Context: an optimization exercise on an open-source flow, tuned for small area and a short achievable clock period. The choices shown serve that exercise and are no tape-out recipe. In this exercise RTL edits were held to simulation tests only and were not proved equivalent to the original. No activity file was given, so power comes from the tool's default toggle rates.

== job 101 ==
==> flow/design.v <==
module cpu (
  input clk, rst,
  output [15:0] MeAaddr, Baddr,
  output [15:0] MeMemResult,
  output [1:0] MeMemControl,
  input [15:0] AmemRead, BmemRead,
  output [175:0] registerValue
);
localparam NOP = 5'b00001;
localparam IDLE = 3'd0, EQZ = 3'd1, NEZ = 3'd2, TEQZ = 3'd3, TNEZ = 3'd4,
           JUMP = 3'd5, DB = 3'd6;
reg [4:0]  ifop, op;       
reg [10:0] iflo, lo;       
reg [15:0] pc;             
reg        s1, s2;         
always @(posedge clk or negedge rst)
  if (!rst) begin
    ifop <= NOP;
    op <= NOP;
    pc <= 16'h0000;
    s1 <= 1'b0;
    s2 <= 1'b0;
  end else begin
    ifop <= BmemRead[15:11];
    op <= ifop;
    pc <= Baddr;
    s1 <= 1'b1;
    s2 <= s1;
  end
always @(posedge clk) begin
  iflo <= BmemRead[10:0];
  lo <= iflo;
end
reg [3:0] xd, yd, zd;
reg [2:0] jc;
always @(*) begin
  xd = 0;
  yd = 0;
  zd = 4'hf;
  jc = IDLE;
  case (ifop)
    5'b00000: begin xd = 4'd9; zd = iflo[10:8]; end                  
    5'b00010: jc = DB;                                             
    5'b00100: begin xd = iflo[10:8]; jc = EQZ; end                   
    5'b00101: begin xd = iflo[10:8]; jc = NEZ; end                   
    5'b00110: begin xd = iflo[7:5]; zd = iflo[10:8]; end               
    5'b01000: begin xd = iflo[10:8]; zd = iflo[7:5]; end               
    5'b01001: begin xd = iflo[10:8]; zd = iflo[10:8]; end              
    5'b01010: xd = iflo[10:8];                                       
    5'b01100:
      case (iflo[10:8])
        3'b000: jc = TEQZ;                                         
        3'b001: jc = TNEZ;                                         
        3'b011: begin xd = 4'd9; zd = 4'd9; end                    
        3'b100: begin xd = iflo[7:5]; zd = 4'd9; end                 
        default: ;
      endcase
    5'b01101: zd = iflo[10:8];                                       
    5'b01111: begin xd = iflo[7:5]; zd = iflo[10:8]; end               
    5'b10010: begin yd = 4'd9; zd = iflo[10:8]; end                  
    5'b10011: begin yd = iflo[10:8]; zd = iflo[7:5]; end               
    5'b11010: begin xd = iflo[10:8]; yd = 4'd9; end                  
    5'b11011: begin xd = iflo[7:5]; yd = iflo[10:8]; end               
    5'b11100: begin xd = iflo[10:8]; yd = iflo[7:5]; zd = iflo[4:2]; end  
    5'b11101:
      case (iflo[4:0])
        5'b00000:
          case (iflo[7:5])
            3'b000: begin xd = iflo[10:8]; jc = JUMP; end            
            3'b010: zd = iflo[10:8];                                 
            default: ;
          endcase
        5'b00110, 5'b00111:                                        
          begin xd = iflo[7:5]; yd = iflo[10:8]; zd = iflo[7:5]; end
        5'b01010: begin xd = iflo[7:5]; yd = iflo[10:8]; end           
        5'b01100, 5'b01101:                                        
          begin xd = iflo[7:5]; yd = iflo[10:8]; zd = iflo[10:8]; end
        default: ;
      endcase
    5'b11110:
      if (iflo[0]) begin xd = iflo[10:8]; zd = 4'd8; end               
      else begin xd = 4'd8; zd = iflo[10:8]; end                     
    default: ;
  endcase
end
reg [3:0]  zi;              
reg        jEqz, jNez, jTeqz, jTnez, jJr, jB;
reg        fxE, fxM, fyE, fyM;  
reg        aSub, aBy, aB4;      
reg        tSlti, tSlt, tCmp;   
reg  [15:0] exRes, meRes, exAddr, meAddr;
reg  [3:0]  exZ;
reg  [9:0]  meSel;          
reg  [1:0]  exCtl, meCtl;
reg         tf;
always @(posedge clk or negedge rst)
  if (!rst) begin
    zi <= 4'hf;
    {jEqz, jNez, jTeqz, jTnez, jJr, jB} <= 6'b000000;
    {fxE, fxM, fyE, fyM} <= 4'b0000;
    {aSub, aBy, aB4} <= 3'b000;
    {tSlti, tSlt, tCmp} <= 3'b000;
  end else begin
    zi <= zd;
    jEqz <= jc == EQZ;
    jNez <= jc == NEZ;
    jTeqz <= jc == TEQZ;
    jTnez <= jc == TNEZ;
    jJr <= jc == JUMP;
    jB <= jc == DB;
    fxE <= xd == zi;
    fxM <= xd == exZ;
    fyE <= yd == zi;
    fyM <= yd == exZ;
    aSub <= (ifop == 5'b11100 && iflo[1]) || ifop == 5'b01010 || ifop == 5'b11101;
    aBy <= ifop == 5'b11100 || ifop == 5'b11101;
    aB4 <= ifop == 5'b01000;
    tSlti <= ifop == 5'b01010;
    tSlt <= ifop == 5'b11101 && iflo[4:0] == 5'b00010;
    tCmp <= ifop == 5'b11101 && iflo[4:0] == 5'b01010;
  end
wire [15:0] meVal = meCtl[1] ? AmemRead : meRes;
reg  [15:0] q [0:9];       
wire [15:0] rv [0:9];      
genvar i;
generate
  for (i = 0; i < 10; i = i + 1) begin : regs
    assign rv[i] = meSel[i] ? meVal : q[i];
    always @(posedge clk)
      q[i] <= rv[i];
  end
endgenerate
assign registerValue = {rv[0], rv[1], rv[2], rv[3], rv[4], rv[5], rv[6], rv[7],
                        rv[8], rv[9], 16'h0000};
reg [15:0] rx, ry;
always @(*) begin
  rx = 16'h0000;
  ry = 16'h0000;
  case (xd)
    4'd0: rx = rv[0]; 4'd1: rx = rv[1]; 4'd2: rx = rv[2]; 4'd3: rx = rv[3];
    4'd4: rx = rv[4]; 4'd5: rx = rv[5]; 4'd6: rx = rv[6]; 4'd7: rx = rv[7];
    4'd8: rx = rv[8]; 4'd9: rx = rv[9];
    default: ;
  endcase
  case (yd)
    4'd0: ry = rv[0]; 4'd1: ry = rv[1]; 4'd2: ry = rv[2]; 4'd3: ry = rv[3];
    4'd4: ry = rv[4]; 4'd5: ry = rv[5]; 4'd6: ry = rv[6]; 4'd7: ry = rv[7];
    4'd9: ry = rv[9];
    default: ;
  endcase
end
reg [15:0] qx, qy;
always @(posedge clk) begin
  qx <= rx;
  qy <= ry;
end
wire useAm = fxM & ~fxE & meCtl[1];
wire [15:0] opXEarly = fxE ? exRes : fxM ? meRes : qx;
wire [15:0] opX = useAm ? AmemRead : opXEarly;
wire [15:0] opY = fyE ? exRes : fyM ? meVal : qy;
wire [15:0] sext8 = {{8{lo[7]}}, lo[7:0]};
wire [15:0] sext11 = {{5{lo[10]}}, lo[10:0]};
wire earlyZero = ~|opXEarly;
wire xZero;
zeroSelect xZeroSelect (
  .am(AmemRead),
  .useAm(useAm),
  .early(earlyZero),
  .zero(xZero)
);
wire tTake = (jTeqz & ~tf) | (jTnez & tf) | jJr | jB;
wire takeZ = tTake | jEqz;      
wire takeNz = tTake | jNez;     
wire [15:0] relPC = pc + (jB ? sext11 : sext8);
wire [15:0] seqPC = pc + {15'd0, s2};
wire [15:0] target = jJr ? opXEarly : relPC;
wire [15:0] pcZ = takeZ ? target : seqPC;
wire [15:0] pcNz = takeNz ? target : seqPC;
baddrMux baddrSelect (
  .am(AmemRead),
  .useAm(jJr & useAm),
  .sel(xZero),
  .a(pcZ),
  .b(pcNz),
  .y(Baddr)
);
wire is11101 = (op == 5'b11101);
wire [15:0] addB = aBy ? opY : aB4 ? {{12{lo[3]}}, lo[3:0]} : sext8;
wire [16:0] sum = {1'b0, opX} + {1'b0, aSub ? ~addB : addB} + {16'd0, aSub};
wire [3:0] shImm = (lo[4:2] == 3'd0) ? 4'd8 : {1'b0, lo[4:2]};
wire [3:0] shrAmt = (op == 5'b00110) ? shImm : opY[3:0];
function [15:0] rev16(input [15:0] v);
  integer k;
  for (k = 0; k < 16; k = k + 1)
    rev16[k] = v[15 - k];
endfunction
wire shLeft = lo[1:0] == 2'b00;       
wire [15:0] shIn = shLeft ? rev16(opX) : opX;
wire [15:0] shOut = shIn >> shrAmt;
wire [15:0] shr = (is11101 && |opY[15:4]) ? 16'h0000 : shOut;
wire [15:0] shl = rev16(shOut);
wire selAdd = op == 5'b00000 || op == 5'b01000 || op == 5'b01001 ||
              (op == 5'b01100 && lo[10:8] == 3'b011) || (op == 5'b11100 && lo[0]);
wire selX = (op == 5'b01100 && lo[10:8] == 3'b100) || op == 5'b01111 ||
            op == 5'b11010 || op == 5'b11011 || op == 5'b11110;
wire selLi = op == 5'b01101;
wire selShl = op == 5'b00110 && lo[1:0] == 2'b00;
wire selShr = (op == 5'b00110 && lo[1]) || (is11101 && lo[4:1] == 4'b0011);
wire selPC = is11101 && lo[7:0] == 8'b01000000;
wire selAnd = is11101 && lo[4:0] == 5'b01100;
wire selOr = is11101 && lo[4:0] == 5'b01101;
wire [15:0] res = ({16{selAdd}} & sum[15:0]) | ({16{selX}} & opX) |
                  ({16{selLi}} & {8'd0, lo[7:0]}) | ({16{selShl}} & shl) |
                  ({16{selShr}} & shr) | ({16{selPC}} & pc) |
                  ({16{selAnd}} & (opX & opY)) | ({16{selOr}} & (opX | opY));
wire tNext = tSlti ? ~sum[16] : tCmp ? |sum[15:0] : tSlt ? 1'b0 : tf;
wire isMem = op[4] && !op[2] && op[1];           
wire [1:0] ctl = isMem ? (op[3] ? 2'b01 : 2'b10) : 2'b00;
wire [15:0] addr = opY + (op[0] ? {{11{lo[4]}}, lo[4:0]} : sext8);
always @(posedge clk or negedge rst)
  if (!rst) begin
    exZ <= 4'hf;
    meSel <= 10'h3ff;
    exCtl <= 2'b00;
    meCtl <= 2'b00;
    tf <= 1'b0;
    meRes <= 16'h0000;
  end else begin
    exZ <= zi;
    meSel <= 10'd1 << exZ;
    exCtl <= ctl;
    meCtl <= exCtl;
    tf <= tNext;
    meRes <= exRes;
  end
always @(posedge clk) begin
  exRes <= res;
  exAddr <= addr;
  meAddr <= exAddr;
end
assign MeAaddr = meAddr;
assign MeMemResult = meRes;
assign MeMemControl = meCtl;
endmodule
module zeroSelect (
  input [15:0] am,
  input useAm, early,
  output zero
);
assign zero = useAm ? ~|am : early;
endmodule
module baddrMux (
  input [15:0] am,
  input useAm, sel,
  input [15:0] a, b,
  output [15:0] y
);
assign y = useAm ? am : sel ? a : b;
endmodule
clock: 10.5 ns
lec_check: 0
cap_margin: 20
core_margin: 2
core_utilization: 55
setup_slack_margin: 5
slew_margin: 20
synth_hierarchical: 1
standard.sh (not shown) runs the stock make flow with config.mk's settings and CLKGATE_MAP_FILE= SYNTH_SCRIPT=/design/flow/synth_recipe.tcl, a recipe that flattens the netlist after the stock synthesis.
==> flow/flow/run.sh <==
#!/bin/bash
# The standard layout, with the smallest buffer (buf_1) on the ports instead of
# the one buffer_ports picks by itself; repair_timing upsizes those on slow paths.
set -euo pipefail
bash standard.sh "BUFFER_PORTS_ARGS=-buffer_cell sky130_fd_sc_hd__buf_1" finish > make.log 2>&1
## Diff of input files: job 102 against job 101
diff --git a/flow/design.v b/flow/design.v
--- a/flow/design.v
+++ b/flow/design.v
@@ -84,24 +84,20 @@
   endcase
 end
 reg [3:0]  zi;              
 reg        jEqz, jNez, jTeqz, jTnez, jJr, jB;
 reg        fxE, fxM, fyE, fyM;  
-reg        aSub, aBy, aB4;      
-reg        tSlti, tSlt, tCmp;   
 reg  [15:0] exRes, meRes, exAddr, meAddr;
 reg  [3:0]  exZ;
 reg  [9:0]  meSel;          
 reg  [1:0]  exCtl, meCtl;
 reg         tf;
 always @(posedge clk or negedge rst)
   if (!rst) begin
     zi <= 4'hf;
     {jEqz, jNez, jTeqz, jTnez, jJr, jB} <= 6'b000000;
     {fxE, fxM, fyE, fyM} <= 4'b0000;
-    {aSub, aBy, aB4} <= 3'b000;
-    {tSlti, tSlt, tCmp} <= 3'b000;
   end else begin
     zi <= zd;
     jEqz <= jc == EQZ;
     jNez <= jc == NEZ;
     jTeqz <= jc == TEQZ;
@@ -110,16 +106,10 @@
     jB <= jc == DB;
     fxE <= xd == zi;
     fxM <= xd == exZ;
     fyE <= yd == zi;
     fyM <= yd == exZ;
-    aSub <= (ifop == 5'b11100 && iflo[1]) || ifop == 5'b01010 || ifop == 5'b11101;
-    aBy <= ifop == 5'b11100 || ifop == 5'b11101;
-    aB4 <= ifop == 5'b01000;
-    tSlti <= ifop == 5'b01010;
-    tSlt <= ifop == 5'b11101 && iflo[4:0] == 5'b00010;
-    tCmp <= ifop == 5'b11101 && iflo[4:0] == 5'b01010;
   end
 wire [15:0] meVal = meCtl[1] ? AmemRead : meRes;
 reg  [15:0] q [0:9];       
 wire [15:0] rv [0:9];      
 genvar i;
@@ -152,17 +142,16 @@
 reg [15:0] qx, qy;
 always @(posedge clk) begin
   qx <= rx;
   qy <= ry;
 end
-wire useAm = fxM & ~fxE & meCtl[1];
-wire [15:0] opXEarly = fxE ? exRes : fxM ? meRes : qx;
-wire [15:0] opX = useAm ? AmemRead : opXEarly;
+wire [15:0] opX = fxE ? exRes : fxM ? meVal : qx;
 wire [15:0] opY = fyE ? exRes : fyM ? meVal : qy;
 wire [15:0] sext8 = {{8{lo[7]}}, lo[7:0]};
 wire [15:0] sext11 = {{5{lo[10]}}, lo[10:0]};
-wire earlyZero = ~|opXEarly;
+wire useAm = fxM & ~fxE & meCtl[1];
+wire earlyZero = fxE ? ~|exRes : fxM ? ~|meRes : ~|qx;
 wire xZero;
 zeroSelect xZeroSelect (
   .am(AmemRead),
   .useAm(useAm),
   .early(earlyZero),
@@ -171,24 +160,24 @@
 wire tTake = (jTeqz & ~tf) | (jTnez & tf) | jJr | jB;
 wire takeZ = tTake | jEqz;      
 wire takeNz = tTake | jNez;     
 wire [15:0] relPC = pc + (jB ? sext11 : sext8);
 wire [15:0] seqPC = pc + {15'd0, s2};
-wire [15:0] target = jJr ? opXEarly : relPC;
+wire [15:0] target = jJr ? opX : relPC;
 wire [15:0] pcZ = takeZ ? target : seqPC;
 wire [15:0] pcNz = takeNz ? target : seqPC;
-baddrMux baddrSelect (
-  .am(AmemRead),
-  .useAm(jJr & useAm),
+mux16 baddrMux (
   .sel(xZero),
   .a(pcZ),
   .b(pcNz),
   .y(Baddr)
 );
 wire is11101 = (op == 5'b11101);
-wire [15:0] addB = aBy ? opY : aB4 ? {{12{lo[3]}}, lo[3:0]} : sext8;
-wire [16:0] sum = {1'b0, opX} + {1'b0, aSub ? ~addB : addB} + {16'd0, aSub};
+wire isSub = (op == 5'b11100 && lo[1]) || op == 5'b01010 || is11101;
+wire [15:0] addB = (op == 5'b11100 || is11101) ? opY :
+                   (op == 5'b01000) ? {{12{lo[3]}}, lo[3:0]} : sext8;
+wire [16:0] sum = {1'b0, opX} + {1'b0, isSub ? ~addB : addB} + {16'd0, isSub};
 wire [3:0] shImm = (lo[4:2] == 3'd0) ? 4'd8 : {1'b0, lo[4:2]};
 wire [3:0] shrAmt = (op == 5'b00110) ? shImm : opY[3:0];
 function [15:0] rev16(input [15:0] v);
   integer k;
   for (k = 0; k < 16; k = k + 1)
@@ -211,10 +200,13 @@
 wire selOr = is11101 && lo[4:0] == 5'b01101;
 wire [15:0] res = ({16{selAdd}} & sum[15:0]) | ({16{selX}} & opX) |
                   ({16{selLi}} & {8'd0, lo[7:0]}) | ({16{selShl}} & shl) |
                   ({16{selShr}} & shr) | ({16{selPC}} & pc) |
                   ({16{selAnd}} & (opX & opY)) | ({16{selOr}} & (opX | opY));
+wire tSlti = op == 5'b01010;
+wire tSlt = is11101 && lo[4:0] == 5'b00010;
+wire tCmp = is11101 && lo[4:0] == 5'b01010;
 wire tNext = tSlti ? ~sum[16] : tCmp ? |sum[15:0] : tSlt ? 1'b0 : tf;
 wire isMem = op[4] && !op[2] && op[1];           
 wire [1:0] ctl = isMem ? (op[3] ? 2'b01 : 2'b10) : 2'b00;
 wire [15:0] addr = opY + (op[0] ? {{11{lo[4]}}, lo[4:0]} : sext8);
 always @(posedge clk or negedge rst)
@@ -247,13 +239,12 @@
   input useAm, early,
   output zero
 );
 assign zero = useAm ? ~|am : early;
 endmodule
-module baddrMux (
-  input [15:0] am,
-  input useAm, sel,
+module mux16 (
+  input sel,
   input [15:0] a, b,
   output [15:0] y
 );
-assign y = useAm ? am : sel ? a : b;
+assign y = sel ? a : b;
 endmodule
## What came out
Changes observed in job 102 relative to job 101: final layout net count lost 57; wire length of the first global-routing pass fell by 6.0%; power density relative to cell area saw an increase; HPWL reported at the end of detailed placement -about 4%; reg-to-reg setup timing slack higher.
The type of the worst setup path comes out flop to flop in one run and input pin to primary output in the other, namely in job 101 and job 102 respectively.
Side by side, final critical-path share of the clock period turned out lower in job 102 than in job 101.
Clock share of power delta (job 102 -> job 101): insignificant
Share of the core filled with cells in the final layout in job 102 is 1.1 points lower than in job 101
Cmp job 102 vs job 101: global-route met3 utilization lower in job 102
Area occupied by multi-input gates delta (job 101 -> job 102): insignificant
Job 101 → job 102: die area closely matched the old numbers, synthesized cell count went down, sum of internal, switching and leakage power shows an increase of 5.7%.

-- separate check: timing with driven ports --
The flow's constraints put no driver on any port. The routed layouts listed below were extracted and timed again, unchanged, in two steps. Step 1 assumes that a clkbuf_16 drives the clock port and a buf_2 every other input. Step 2, shift: input delay + t, output delay - t, t = (earliest + latest rising clock arrival at the registers) / 2. This alone moves slack from input paths to output paths. Three values: ideal, step 1, step 2; two values: the first two.
| run | t (ns) | slack for setup (ns) | worst setup path after step 2 |
|---|---|---|---|
| job 101 | 0.619 | 4.558 / 4.511 / 4.003 | input to register |
| job 102 | 0.621 | 4.641 / 4.623 / 4.317 | input to register |
After both steps every run listed still meets setup and hold. The setup slack of job 101, which loses most, moves by -0.047 ns with the drivers and by -0.555 ns with both steps.
